What follows belongs to an exercise in optimizing a design on an open flow for small area, a short achievable clock period and few clock cycles per item; a production flow would make more cautious choices. The RTL was checked by simulation tests, not by an equivalence proof against the original design.

## flow/design.v (module list and top-level ports; edited modules follow where they fit)
// module cordic_final: 1355 lines
// module cf_fa: 4 lines
// module cf_ha: 4 lines
module cordic_final (
    input  wire        clk,
    input  wire        rst_n,
    input  wire        start,
    input  wire [31:0] x_in,
    input  wire        func_select,
    output wire        busy,
    output reg         done,
    output wire [32:0] result
);
  // ...
==> flow/flow/run.sh <==
#!/bin/bash
set -euo pipefail
bash standard.sh SETUP_SLACK_MARGIN=8.2 finish > standard_flow.log 2>&1
==> flow/standard.sh <==
#!/bin/bash
# synth_recipe.tcl (not shown) runs the flow's synth.tcl, then flattens the netlist and writes it again
# the make line also repeats each setting of config.mk as NAME=value (left out here)
make -C /OpenROAD-flow-scripts/flow DESIGN_CONFIG=/design/flow/config.mk WORK_HOME=/design/flow/orfs CLKGATE_MAP_FILE= SYNTH_SCRIPT=/design/flow/synth_recipe.tcl "${@:-finish}"
==> flow/config.mk <==
export PLATFORM = sky130hd
export DESIGN_NAME = cordic_final
export DESIGN_NICKNAME = cordic_final
export VERILOG_FILES = /design/flow/design.v
export SDC_FILE = /design/flow/constraint.sdc
export NUM_CORES = 4
export LEC_CHECK = 0
export CAP_MARGIN = 20
export CORE_MARGIN = 2
export CORE_UTILIZATION = 40
export SLEW_MARGIN = 20
==> flow/constraint.sdc <==
create_clock -name core_clock -period 12.0 [get_ports {clk}]
set_input_delay 2.4000 -clock core_clock [delete_from_list [all_inputs] [get_ports {clk}]]
set_output_delay 2.4000 -clock core_clock [all_outputs]
set_load 0.01 [all_outputs]
==> flow_summary.yaml, run 1 <==
min_path:
  hold_path_depth: 0
  whs_endpoint: "fsr_p4"
  hold_class: "register to register"
yosys:
  synthTopCellsByCount: "dfxtp_1 (847), xnor2_1 (494), ha_1 (382)"
  syn_area_per_cell_sq_um: 10.8
  synth_ff_type: "dfxtp_1"
  netlist_area_sq_um: 45300
sta:
  setup_violations: 0
  fin_setup_tns_ps: 0
  final_hold_viol_count: 0
  clock_skew_ps: 21.7
critical_path:
  max_stage_delay_ps: 350
  cp-end-kind: "output port"
  cp.arrival_ps: 1290
  worst-path-stages: 2
final_layout:
  layout_common_cells: "dfxtp_1 (831), xnor2_1 (493), ha_1 (374)"
  num-fill-cells: 10400
  final_area_sq_um: 50600
  final_core_util: 0.450
  n_antenna_cell: 0
  seqCellArea_sq_um: 17400
  n_all_inverters: 208
  nets: 4940
  syn2layout_area_growth_pct: 11.7
  largest_reg_flops: 35
  numSequentialCells: 863
die:
  pin_count: 71
  tap-cell-count: 1500
  die_w_microns: 341
route:
  wl_per_cell_microns: 15.2
  wl_met1_microns: 40300
  vias_per_cell: 4.92
place:
  dp_hpwl_microns: 65000
global_routing:
  met2_usage: 0.258
  grt_pass1_vias: 28700
  grt_first_pass_wirelength_microns: 145000
  busiest_layer: "met2"
status:
  status: "timing/DRC/antenna clean"
cts:
  cts_setup_buffers: 8
  cts_inserted_buffers: 87
Testbench counts, summed over its fixed seeds: cycles 2,176, items 2,048.
==> inputs of run 2 (changes only) <==
--- a/flow/config.mk
+++ b/flow/config.mk
@@ -9,3 +9,5 @@
 export CORE_MARGIN = 2
 export CORE_UTILIZATION = 40
+export CTS_CLUSTER_DIAMETER = 80
+export CTS_CLUSTER_SIZE = 35
 export SLEW_MARGIN = 20
==> run 2 against run 1 <==
Net effect:
- highest routed layer unchanged
- clock-buffer cell count decreased by 72
- global-route usage shrank 0.32 points
- critical path type unchanged
- first-iteration DRC count decreased by 3.3%
- still clean on timing, DRC and antenna
- final cell count shrank 1.8%
- synthesized cell count is the same
==> flow_summary.yaml, run 2 <==
sta:
  worstMarginPinSlew_ps: 1090
  slew_violations: 0
  fin_setup_tns_ps: 0
  finalCritPeriodShare: 0.311
  slew_headroom: 0.272
  period_needed_ps: 3730
  fin_ws_ps: 8270
  rsz0062_at_grt: "yes"
  clock_skew_ps: 21.6
  setup_violations: 0
  fmax_mhz: 268
  final_hold_viol_count: 0
route:
  wl_microns: 85200
  ant_nets: 0
  wl_per_cell_microns: 15.1
  vias_per_cell: 4.90
  drt_iter0_markers: 1418
  num_vias: 27700
  dr.pass1.iters: 6
  drcViolationCount: 0
cts:
  h-tree-depth: 2
  cts_buffer_depth: 3
  tritoncts: "built"
  hold_buffers: 0
  cts_inserted_buffers: 38
  root_buffer: "clkbuf_16"
  clk_pin_slew_ps: 110
  insertion_delay_ps: 620
  cts.sinks: 863
yosys:
  synth_seq_cells: 863
  synthTopCellsByCount: "dfxtp_1 (847), xnor2_1 (494), ha_1 (382)"
  netlist_area_sq_um: 45300
  post-synth-top-area-cell: "dfxtp_1"
  synth_fp_nets: 4939
  synth_ff_type: "dfxtp_1"
  synth_edf_count: 0
  syn_inst: 4183
  synth_top_area_share: 0.374
  synth_seq_area_share: 0.383
  yosysWarnings: 1
  synth_most_common_cell: "dfxtp_1"
  synth_cell_types: 70
  syn_area_per_cell_sq_um: 10.8
  async_flop_share: 0.0185
  synthTopCellsByArea: "dfxtp_1 (37%), fa_1 (15%), ha_1 (11%), xnor2_1 (9.5%), xor2_1 (3.5%)"
status:
  status: "timing/DRC/antenna clean"
critical_path:
  path_buf_inv: 2
  cp.arrival_ps: 1330
  crit_type: "register to output port"
  required_ps: 9600
  cp-end-kind: "output port"
  cp_cell_sequence: "buf_12 > clkdlybuf4s15_1"
  startpoint_type: "register"
  max_stage_delay_ps: 370
  cp_slowest_cell: "dfxtp_4"
  critical-path-top-delay-family: "flip-flops"
  worstPathMaxFanout: 10
final_layout:
  num-fill-cells: 10600
  layout_common_cells: "dfxtp_1 (832), xnor2_1 (493), ha_1 (374)"
  n_antenna_cell: 0
  nets: 4885
  final_core_util: 0.434
  multiInputGateArea_sq_um: 26700
  regMostFlops: "cma"
  final_area_sq_um: 48800
  drive_gt1_frac: 0.0465
  reg.largest.list: "cma (35), cmb (34), Sr (31)"
  seqCellArea_sq_um: 17400
  largest_reg_flops: 35
  syn2layout_area_growth_pct: 7.65
  final_common_cell: "dfxtp_1"
global_routing:
  antenna_found_initial: 0
  grt_overflow: 0
  grt_first_pass_wirelength_microns: 142000
  grt_pass1_vias: 28100
  grt_usage: 0.147
  grt_max_degree: 46
place:
  dp_hpwl_microns: 65000
  placed_area_sq_um: 47200
  io_buffers: 53
  dp_slack_ps: 7240
  gp_congestion: 0.835
die:
  core_area_sq_um: 112000
  die_h_microns: 341
  die-area_sq_um: 116000
  pin_count: 71
  rows: 123
  die_w_microns: 341
  initial_core_util: 0.403
run:
  cap_violations: 0
min_path:
  hold_class: "register to register"
==> run 2: cell counts after synthesis <==
No cell type changed its count.
==> run 2: area by class of cell <==
cell class | instances | area share
Timing Repair Buffer | 71 | 0.0135
Tap cell | 1500 | 0.0385
Clock buffer | 40 | 0.0201
Sequential cell | 863 | 0.356
Inverter | 208 | 0.0162
Clock inverter | 24 | 0.00813
Multi-Input combinational cell | 2947 | 0.547
==> run 2: worst paths after layout <==
path	slack, ps	start	end	depth (start not counted)
worst max-delay path	8270	res[14]	result[32]	2
worst min-delay path	320	cf[11]	cf_p6[11]	0
worst max register to register	8380	cq[2]	dq[5]	16
worst min register to register	320	cf[11]	cf_p6[11]	0
max in group asynchronous	9390	rst_n	vld[8]	1
min in group asynchronous	2190	rst_n	done	1
==> run 2: metrics by stage <==
| stage | std cells | hold WS [ps] |
|---|---|---|
| after floorplan | 4183 | 310 |
| after global placement | 5580 | 310 |
| after detailed placement | 5580 | 312 |
| after CTS | 5650 | 326 |
| after global routing | 5653 | 325 |
| final | 5653 | 323 |
==> run 2: layer usage <==
layer,wire length (microns),up-vias,share of wire,global-route usage
li1,-,14100,-,-
met1,39900,13100,0.47,0.193
met2,40900,429,0.48,0.257
met3,2700,96,0.032,0.0147
met4,1800,0,0.021,0.0380
met5,0,-,0,0
==> run 2: logic make-up after synthesis <==
kind of cell,share of synthesized area
XOR/XNOR,0.131
adder cells (fa/ha/maj),0.255
flip-flops,0.383
AO/OA/AOI/OAI,0.112
AND/OR/NAND/NOR,0.0798
multiplexers,0.00682
other,0.0000827
buffers and inverters,0.0327
==> run 2: worst reg2reg max path: stages (launching register included) <==
cell	delay (ps)
dfxtp_4	410
buf_12	180
clkinvlp_4	170
nor2_4	170
nor2_1	100
xor2_1	180
ha_1	240
fa_1	410
a21o_1	190
a21oi_2	170
nand2b_4	160
a21oi_1	110
and4_1	220
o2111a_2	290
buf_12	150
a31oi_1	200
xnor2_1	180
==> run 2: modules after synthesis (local to each module, per instance) <==
module        area (sq um)  copies in the design  flip-flops and latches
cf_fa                 20.0                   308                       0
cordic_final         39200                     1                     863
==> run 2: repair_timing <==
item                       CTS  global route
gates cloned                 0             1
gates resized for setup     90            30
pin swaps                    2             1
setup endpoints to repair   68            63
buffers inserted             6             1
==> inputs of run 3 (changes only) <==
--- a/flow/config.mk
+++ b/flow/config.mk
@@ -8,6 +8,6 @@
 export CAP_MARGIN = 20
 export CORE_MARGIN = 2
-export CORE_UTILIZATION = 40
+export CORE_UTILIZATION = 55
 export CTS_CLUSTER_DIAMETER = 80
-export CTS_CLUSTER_SIZE = 35
+export CTS_CLUSTER_SIZE = 28
 export SLEW_MARGIN = 20
==> run 3 against run 2 <==
Net effect:
- highest routed layer unchanged
- die area shrank 27%
- still clean
- first-iteration DRC count shrank 17%
- hold slack gained 0.70 ps
- register-to-register slack lost 20 ps
==> flow_summary.yaml, run 3 <==
yosys:
  synth_ff_type: "dfxtp_1"
  syn_inst: 4183
  yosysWarnings: 1
  synth_fp_nets: 4939
  async_flop_share: 0.0185
  post-synth-top-area-cell: "dfxtp_1"
  synth_edf_count: 0
  synthTopCellsByArea: "dfxtp_1 (37%), fa_1 (15%), ha_1 (11%), xnor2_1 (9.5%), xor2_1 (3.5%)"
  syn_area_per_cell_sq_um: 10.8
  synth_top_area_share: 0.374
  synthTopCellsByCount: "dfxtp_1 (847), xnor2_1 (494), ha_1 (382)"
  synth_seq_area_share: 0.383
  synth_most_common_cell: "dfxtp_1"
  netlist_area_sq_um: 45300
  synth_seq_cells: 863
  synth_cell_types: 70
sta:
  slew_violations: 0
  clock_skew_ps: 19.6
  holdWs_ps: 323
  period_needed_ps: 3730
  fmax_mhz: 268
  final_hold_viol_count: 0
  slew_headroom: 0.293
  finalCritPeriodShare: 0.311
  rsz0062_at_grt: "no"
  setup_violations: 0
  fin_setup_tns_ps: 0
  worstMarginPinSlew_ps: 1060
critical_path:
  cp-end-kind: "output port"
  crit_type: "register to output port"
  cp.arrival_ps: 1330
  required_ps: 9600
  worstPathMaxFanout: 10
  reg2reg_depth: 16
  startpoint_type: "register"
global_routing:
  antenna_found_initial: 0
  grt_usage: 0.208
  grt_pass1_vias: 28200
  grt_max_degree: 46
  grt_first_pass_wirelength_microns: 145000
  grt_overflow: 0
final_layout:
  syn2layout_area_growth_pct: 6.71
  final_common_cell: "dfxtp_1"
  num-fill-cells: 7083
  regMostFlops: "cma"
  nets: 4893
  reg.largest.list: "cma (35), cmb (34), Sr (31)"
  layout_common_cells: "dfxtp_1 (826), xnor2_1 (493), ha_1 (375)"
  n_antenna_cell: 0
  largest_reg_flops: 35
  drive_gt1_frac: 0.0490
  multiInputGateArea_sq_um: 26700
  seqCellArea_sq_um: 17400
  final_core_util: 0.591
  fin_cells: 5234
  final_area_sq_um: 48400
place:
  io_buffers: 53
  gp_congestion: 0.855
  dp_cells: 5153
  placed_area_sq_um: 46700
  dp_hpwl_microns: 67200
min_path:
  hold_class: "register to register"
  hold_path_depth: 0
die:
  rows: 105
  core_area_sq_um: 81800
  die_h_microns: 291
  die_w_microns: 291
  initial_core_util: 0.554
  die-area_sq_um: 84700
  pin_count: 71
route:
  wl_met3_microns: 2830
  num_vias: 27700
  highest_layer: "met4"
  wl_microns: 86700
  dr.pass1.iters: 5
  dr_wl_met2_microns: 42100
  vias_per_cell: 5.30
  drcViolationCount: 0
  wl_met1_microns: 39000
  drt_iter0_markers: 1176
  ant_nets: 0
  wl_per_cell_microns: 16.6
status:
  status: "timing/DRC/antenna clean"
cts:
  clk_pin_slew_ps: 100
  cts_buffer_depth: 3
  cts_inserted_buffers: 43
  h-tree-depth: 2
  hold_buffers: 0
  tritoncts: "built"
  cts.sinks: 863
  root_buffer: "clkbuf_16"
  insertion_delay_ps: 620
run:
  cap_violations: 0
run 3: what timing repair did:
item | in CTS | in global routing
setup buffers | 6 | 0
pin swaps | 2 | 0
setup endpoints to repair | 65 | 59
cloned | 0 | 2
resized for setup | 73 | 38
hold endpoints to repair | 0 | 0
run 3: per-layer routing:
layer  vias up  track usage
met3       111       0.0227
met2       426        0.364
li1      14100            -
met5         -            0
met1     13100        0.270
met4         0       0.0639
run 3: layout make-up:
| type | instances | area share |
|---|---|---|
| sequential | 863 | 0.359 |
| clock buffer | 48 | 0.0237 |
| timing repair buffer | 74 | 0.0147 |
| clock inverter | 24 | 0.00623 |
| tap | 1070 | 0.0277 |
| multi-input combinational | 2947 | 0.552 |
| inverter | 208 | 0.0163 |
run 3: modules after synthesis (local to each module, per instance):
module / cells inside / copies in the design / cell area (sq um)
cordic_final: 3875 / 1 / 39200
cf_fa: 1 / 308 / 20.0
run 3: cells by family after synthesis:
kind of cell    count (synthesis)  synth area share
flops                         863             0.383
compound gates                763             0.112
simple gates                  761            0.0798
fa+ha+maj                     720             0.255
xor+xnor                      676             0.131
buf+inv                       373            0.0327
mux                            26           0.00682
other cells                     1         0.0000827
run 3: path summary, 6_finish.rpt:
| kind | startpoint | end | slack (ps) |
|---|---|---|---|
| max | res[14] | result[15] | 8270 |
| min | cf_p12[5] | cf_p13[5] | 320 |
| max reg2reg | cq[2] | dq[2] | 8360 |
| min reg2reg | cf_p12[5] | cf_p13[5] | 320 |
| max in group asynchronous | rst_n | vld[12] | 9360 |
| min in group asynchronous | rst_n | vld[3] | 2200 |
run 3: worst max-delay path: stages, from the launching register on:
cell	delay, ps
dfxtp_4	360
buf_12	130
clkdlybuf4s15_1	230
run 3: metrics by stage:
step                      setup WS (ps)
final                              8270
after global routing               8170
after CTS                          8200
after detailed placement           7140
after global placement             7260
after floorplan                    8300
==> inputs of run 4 (changes only) <==
--- a/flow/config.mk
+++ b/flow/config.mk
@@ -8,5 +8,5 @@
 export CAP_MARGIN = 20
 export CORE_MARGIN = 2
-export CORE_UTILIZATION = 55
+export CORE_UTILIZATION = 70
 export CTS_CLUSTER_DIAMETER = 80
 export CTS_CLUSTER_SIZE = 28
==> run 4 against run 3 <==
Net effect:
- utilization grew 16 points
- critical path depth is the same
- fmax shrank 0.87%
- sequential share of layout area grew 0.27 points
- non-clock buffer count shrank 5
- routed wire length shrank 7.1%
- via count grew 1.8%
- clock skew grew 2.6 ps
- register-to-register slack is essentially flat
- flip-flop and latch count is the same
- critical endpoint is now result[30]
==> flow_summary.yaml, run 4 <==
final_layout:
  n_antenna_cell: 0
  drive_gt1_frac: 0.0445
  largest_reg_flops: 35
  nets: 4887
  syn2layout_area_growth_pct: 5.89
  regMostFlops: "cma"
  layout_common_cells: "dfxtp_1 (830), xnor2_1 (493), ha_1 (379)"
  fin_cells: 5011
  reg.largest.list: "cma (35), cmb (34), Sr (31)"
  final_common_cell: "dfxtp_1"
cts:
  h-tree-depth: 2
  insertion_delay_ps: 610
  cts_buffer_depth: 3
  tritoncts: "built"
  hold_buffers: 0
  root_buffer: "clkbuf_16"
  clk_pin_slew_ps: 90
  cts_inserted_buffers: 42
  cts.sinks: 863
global_routing:
  grt_first_pass_wirelength_microns: 137000
  grt_pass1_vias: 28700
  grt_usage: 0.246
  grt_overflow: 0
  antenna_found_initial: 0
  grt_max_degree: 46
min_path:
  hold_class: "register to register"
yosys:
  synthTopCellsByArea: "dfxtp_1 (37%), fa_1 (15%), ha_1 (11%), xnor2_1 (9.5%), xor2_1 (3.5%)"
  synth_cell_types: 70
  synth_ff_type: "dfxtp_1"
  synth_most_common_cell: "dfxtp_1"
  syn_area_per_cell_sq_um: 10.8
  syn_inst: 4183
  yosysWarnings: 1
  synthTopCellsByCount: "dfxtp_1 (847), xnor2_1 (494), ha_1 (382)"
  synth_seq_cells: 863
  async_flop_share: 0.0185
  synth-simple-area-share: 0.0798
  netlist_area_sq_um: 45300
  muxShareOfSynthArea: 0.00682
  synthAdderAreaFrac: 0.255
  synth_fp_nets: 4939
  synth_top_area_share: 0.374
  post-synth-top-area-cell: "dfxtp_1"
  synth_top_family_by_area: "adder cells"
  synth_seq_area_share: 0.383
  synth_compound_area_frac: 0.112
  synth_edf_count: 0
  yosys.area_share.xor_xnor: 0.131
route:
  wl_microns: 80500
  drcViolationCount: 0
  drt_iter0_markers: 1664
  vias_per_cell: 5.64
  dr.pass1.iters: 5
  wl_per_cell_microns: 16.1
  ant_nets: 0
  num_vias: 28300
sta:
  fmax_mhz: 266
  slew_violations: 0
  finalCritPeriodShare: 0.314
  slew_headroom: 0.254
  final_hold_viol_count: 0
  clock_skew_ps: 22.2
  fin_setup_tns_ps: 0
  period_needed_ps: 3760
  worstMarginPinSlew_ps: 1120
  setup_violations: 0
  rsz0062_at_grt: "yes"
die:
  pin_count: 71
  die_h_microns: 258
  core_area_sq_um: 64200
  die_w_microns: 258
  initial_core_util: 0.706
  die-area_sq_um: 66800
  rows: 93
status:
  status: "timing/DRC/antenna clean"
run:
  cap_violations: 0
critical_path:
  startpoint_type: "register"
  worstPathMaxFanout: 10
  required_ps: 9600
  crit_type: "register to output port"
  cp.arrival_ps: 1360
  cp-end-kind: "output port"
place:
  gp_congestion: 0.891
  dp_cells: 4932
  io_buffers: 53
  dp_hpwl_microns: 61200
-- run 4: final timing paths --
| path | cells after the start | from | slack (ps) | endpoint |
|---|---|---|---|---|
| min in group asynchronous | 1 | rst_n | 2230 | vld[6] |
| max reg2reg | 7 | btwo[0] | 8360 | mrb[17] |
| min reg2reg | 0 | fsr_p12 | 320 | fsr_p13 |
| max in group asynchronous | 1 | rst_n | 9310 | vld[0] |
| max | 2 | res[14] | 8240 | result[30] |
| min | 0 | fsr_p12 | 320 | fsr_p13 |
-- run 4: repair_timing --
item | 4_1_cts | 5_1_grt
gates cloned | 0 | 2
hold endpoints to repair | 0 | 0
gates resized for setup | 60 | 29
endpoints found under the setup margin | 63 | 72
pin swaps | 2 | 1
setup buffers | 7 | 0
-- run 4: final cells by class --
cell class | instances | area (sq um)
multi-input cells | 2947 | 26700
well taps | 855 | 1070
clock buffers | 47 | 1120
repair buffers | 69 | 668
inverters | 208 | 788
fillers | 4562 | 16200
flip-flops and latches | 863 | 17400
clock inverters | 22 | 294
-- run 4: critical path, stage by stage, from the launching register on --
cell and delay [ps]:
dfxtp_4 370, buf_12 130, dlygate4sd2_1 280
-- run 4: cell families after synthesis --
| kind of cell | after synthesis |
|---|---|
| flops | 863 |
| compound gates | 763 |
| simple gates | 761 |
| fa+ha+maj | 720 |
| xor+xnor | 676 |
| buf+inv | 373 |
| mux | 26 |
| other cells | 1 |
-- run 4: metal layers --
layer / global-route usage / vias up / wire length, microns / share of wire
met1: 0.319 / 13500 / 35500 / 0.44
met2: 0.435 / 579 / 39800 / 0.49
met3: 0.0300 / 132 / 3270 / 0.041
li1: - / 14100 / - / -
met5: 0 / - / 0 / 0
met4: 0.0708 / 0 / 1980 / 0.025
-- run 4: per-module statistics from Yosys (local to each module, per instance) --
module	cells inside	flops+latches	cell area, sq um	copies in the design
cordic_final	3875	863	39200	1
cf_fa	1	0	20.0	308
-- run 4: metrics by stage --
stage,instance area (sq um),setup slack (ps),hold slack [ps],util
after detailed placement,46300,7360,312,0.722
after floorplan,45300,8300,310,-
after global routing,48000,8180,333,0.747
after CTS,47900,8200,326,0.745
final,48000,8240,325,0.747
after global placement,46300,7370,310,0.722
==> inputs of run 5 (changes only) <==
--- a/flow/config.mk
+++ b/flow/config.mk
@@ -8,5 +8,5 @@
 export CAP_MARGIN = 20
 export CORE_MARGIN = 2
-export CORE_UTILIZATION = 70
+export CORE_UTILIZATION = 40
 export CTS_CLUSTER_DIAMETER = 80
 export CTS_CLUSTER_SIZE = 28
==> run 5 against run 4 <==
Net effect:
- still clean on timing, DRC and antenna
- clock skew increased by 1.0 ps
- final cell count increased by 13%
- synthesized area unchanged
- largest cell class unchanged
- highest routed layer unchanged
- routed wire length increased by 5.9%
- die area increased by 74%
- critical endpoint is now result[32]
- synthesized cell count unchanged
==> flow_summary.yaml, run 5 <==
route:
  num_vias: 27800
  wl_microns: 85300
  wl_per_cell_microns: 15.1
  dr.pass1.iters: 5
  drt_iter0_markers: 1470
  drcViolationCount: 0
  vias_per_cell: 4.92
  ant_nets: 0
yosys:
  synth_ff_type: "dfxtp_1"
  yosysWarnings: 1
  synth_seq_cells: 863
  synth_edf_count: 0
  async_flop_share: 0.0185
  post-synth-top-area-cell: "dfxtp_1"
  syn_inst: 4183
  synthTopCellsByCount: "dfxtp_1 (847), xnor2_1 (494), ha_1 (382)"
  netlist_area_sq_um: 45300
  synthTopCellsByArea: "dfxtp_1 (37%), fa_1 (15%), ha_1 (11%), xnor2_1 (9.5%), xor2_1 (3.5%)"
  syn_area_per_cell_sq_um: 10.8
  synth_most_common_cell: "dfxtp_1"
  synth_top_area_share: 0.374
  synth_fp_nets: 4939
  synth_cell_types: 70
  synth_seq_area_share: 0.383
global_routing:
  grt_max_degree: 46
  grt_first_pass_wirelength_microns: 142000
  grt_overflow: 0
  antenna_found_initial: 0
  grt_pass1_vias: 28100
  grt_usage: 0.147
die:
  pin_count: 71
  rows: 123
  core_area_sq_um: 112000
  die_w_microns: 341
  initial_core_util: 0.403
  die-area_sq_um: 116000
  die_h_microns: 341
run:
  cap_violations: 0
cts:
  clk_pin_slew_ps: 100
  root_buffer: "clkbuf_16"
  h-tree-depth: 2
  tritoncts: "built"
  insertion_delay_ps: 620
  cts.sinks: 863
  hold_buffers: 0
  cts_buffer_depth: 3
  cts_inserted_buffers: 43
critical_path:
  crit_type: "register to output port"
  cp.arrival_ps: 1330
  required_ps: 9600
  timing.reg2reg.setup_slack_ps: 8360
  path_buf_inv: 2
  rr_endpoint: "dq[5]"
  critical-path-top-delay-family: "flip-flops"
  cp-end-kind: "output port"
  max_stage_delay_ps: 370
  cp_slowest_cell: "dfxtp_4"
  timing.rr.start: "cq[2]"
  cp_cell_sequence: "buf_12 > clkdlybuf4s15_1"
  reg2reg_depth: 16
  worstPathMaxFanout: 10
  startpoint_type: "register"
sta:
  slew_violations: 0
  period_needed_ps: 3730
  slew_headroom: 0.259
  rsz0062_at_grt: "yes"
  setup_violations: 0
  fmax_mhz: 268
  final_hold_viol_count: 0
  finalCritPeriodShare: 0.311
  fin_setup_tns_ps: 0
  worstMarginPinSlew_ps: 1110
  clock_skew_ps: 23.2
place:
  io_buffers: 53
  gp_congestion: 0.835
  dp_hpwl_microns: 65000
  placed_area_sq_um: 47200
status:
  status: "timing/DRC/antenna clean"
final_layout:
  num-fill-cells: 10500
  reg.largest.list: "cma (35), cmb (34), Sr (31)"
  final_common_cell: "dfxtp_1"
  n_antenna_cell: 0
  final_area_sq_um: 48900
  layout_common_cells: "dfxtp_1 (832), xnor2_1 (493), ha_1 (374)"
  nets: 4890
  drive_gt1_frac: 0.0455
  regMostFlops: "cma"
  largest_reg_flops: 35
  syn2layout_area_growth_pct: 7.94
min_path:
  whs_endpoint: "dq_p6[1]"
  hold_path_depth: 0
  hold_class: "register to register"
  hold_path.startpoint: "dq_p5[1]"
## run 5: what timing repair did
item	CTS	global route
setup buffers	6	1
pin swaps	2	1
resized for setup	78	28
gates cloned	0	1
endpoints found under the setup margin	68	66
## run 5: how the worst max path moves through the flow
stage	from	end	slack [ps]	depth (start not counted)
floorplan	cq[3]	dq[10]	8300	16
global route	cq[2]	yq[5]	8160	15
global placement	cq[2]	yq[0]	7360	15
detailed placement	cq[2]	yq[0]	7240	15
CTS	res[14]	result[19]	8190	2
finish	res[14]	result[32]	8270	2
## run 5: logic make-up (layout without fill, tap and decap cells)
logic type | Yosys count | in the layout | share of synthesized area
other | 1 | 1 | 0.0000827
AND/OR/NAND/NOR | 761 | 761 | 0.0798
multiplexers | 26 | 26 | 0.00682
XOR/XNOR | 676 | 676 | 0.131
adder cells (fa/ha/maj) | 720 | 720 | 0.255
flip-flops | 863 | 863 | 0.383
AO/OA/AOI/OAI | 763 | 763 | 0.112
buffers and inverters | 373 | 348 | 0.0327
## run 5: area by class of cell
class,instances,area (sq um),share of cell area
Clock buffer,54,1210,0.0248
Sequential cell,863,17400,0.355
Tap cell,1500,1880,0.0384
Clock inverter,15,241,0.00494
Multi-Input combinational cell,2947,26700,0.546
Timing Repair Buffer,71,727,0.0149
Inverter,208,788,0.0161
## run 5: per-module statistics from Yosys, one instance, submodules excluded
module        flip-flops and latches  cells inside  cell area, sq um
cf_fa                              0             1              20.0
cordic_final                     863          3875             39200
## run 5: per-stage QoR
stage	std cells	utilization	worst slack, ps	hold slack [ps]
final	5658	0.435	8270	326
after floorplan	4183	-	8300	310
after detailed placement	5580	0.419	7240	312
after global placement	5580	0.419	7360	310
after CTS	5655	0.433	8190	326
after global routing	5658	0.435	8160	330
## run 5: routing by layer
layer,vias up,global-route usage,part of all wire
met5,-,0,0
met4,0,0.0376,0.022
met2,451,0.257,0.48
li1,14100,-,-
met3,118,0.0149,0.031
met1,13200,0.193,0.47
## run 5: worst reg2reg max path: cells and delay by family, from the launching register on
| family | cells | cell delay [ps] |
|---|---|---|
| compound gates | 5 | 950 |
| buf+inv | 3 | 530 |
| xor+xnor | 2 | 360 |
| flops | 1 | 420 |
| fa+ha+maj | 2 | 650 |
| simple gates | 4 | 650 |

re-timing with driven ports:
In the flow no input, the clock included, has a driving cell. The finished layouts below were timed again as built, in two steps.
Step 1 sets driving cells, clkbuf_16 on the clock port and buf_2 on the other inputs (assumed; they add their load-dependent delay and slew).
Step 2 times the ports against the registers' clock, not the clock port: input delays grow and output delays shrink by t, the midpoint of the rising clock arrivals with the driver on.
Slacks: ideal ports / drivers / drivers and shift; pairs: ideal ports / drivers.
| run | shift t [ns] | slack for setup (ns) | worst data-port slew with drivers (ns) |
|---|---|---|---|
| run 1 | 0.712 | 8.311 / 8.249 / 8.156 | 0.09 |
| run 2 | 0.673 | 8.269 / 8.210 / 8.176 | 0.09 |
| run 3 | 0.673 | 8.269 / 8.205 / 8.084 | 0.04 |
| run 4 | 0.660 | 8.236 / 8.170 / 8.144 | 0.04 |
| run 5 | 0.672 | 8.265 / 8.204 / 8.171 | 0.09 |
After both steps setup and hold are still met in every run listed. The setup slack of run 3, which loses most, moves by -0.064 ns with the drivers and by -0.185 ns with both steps.
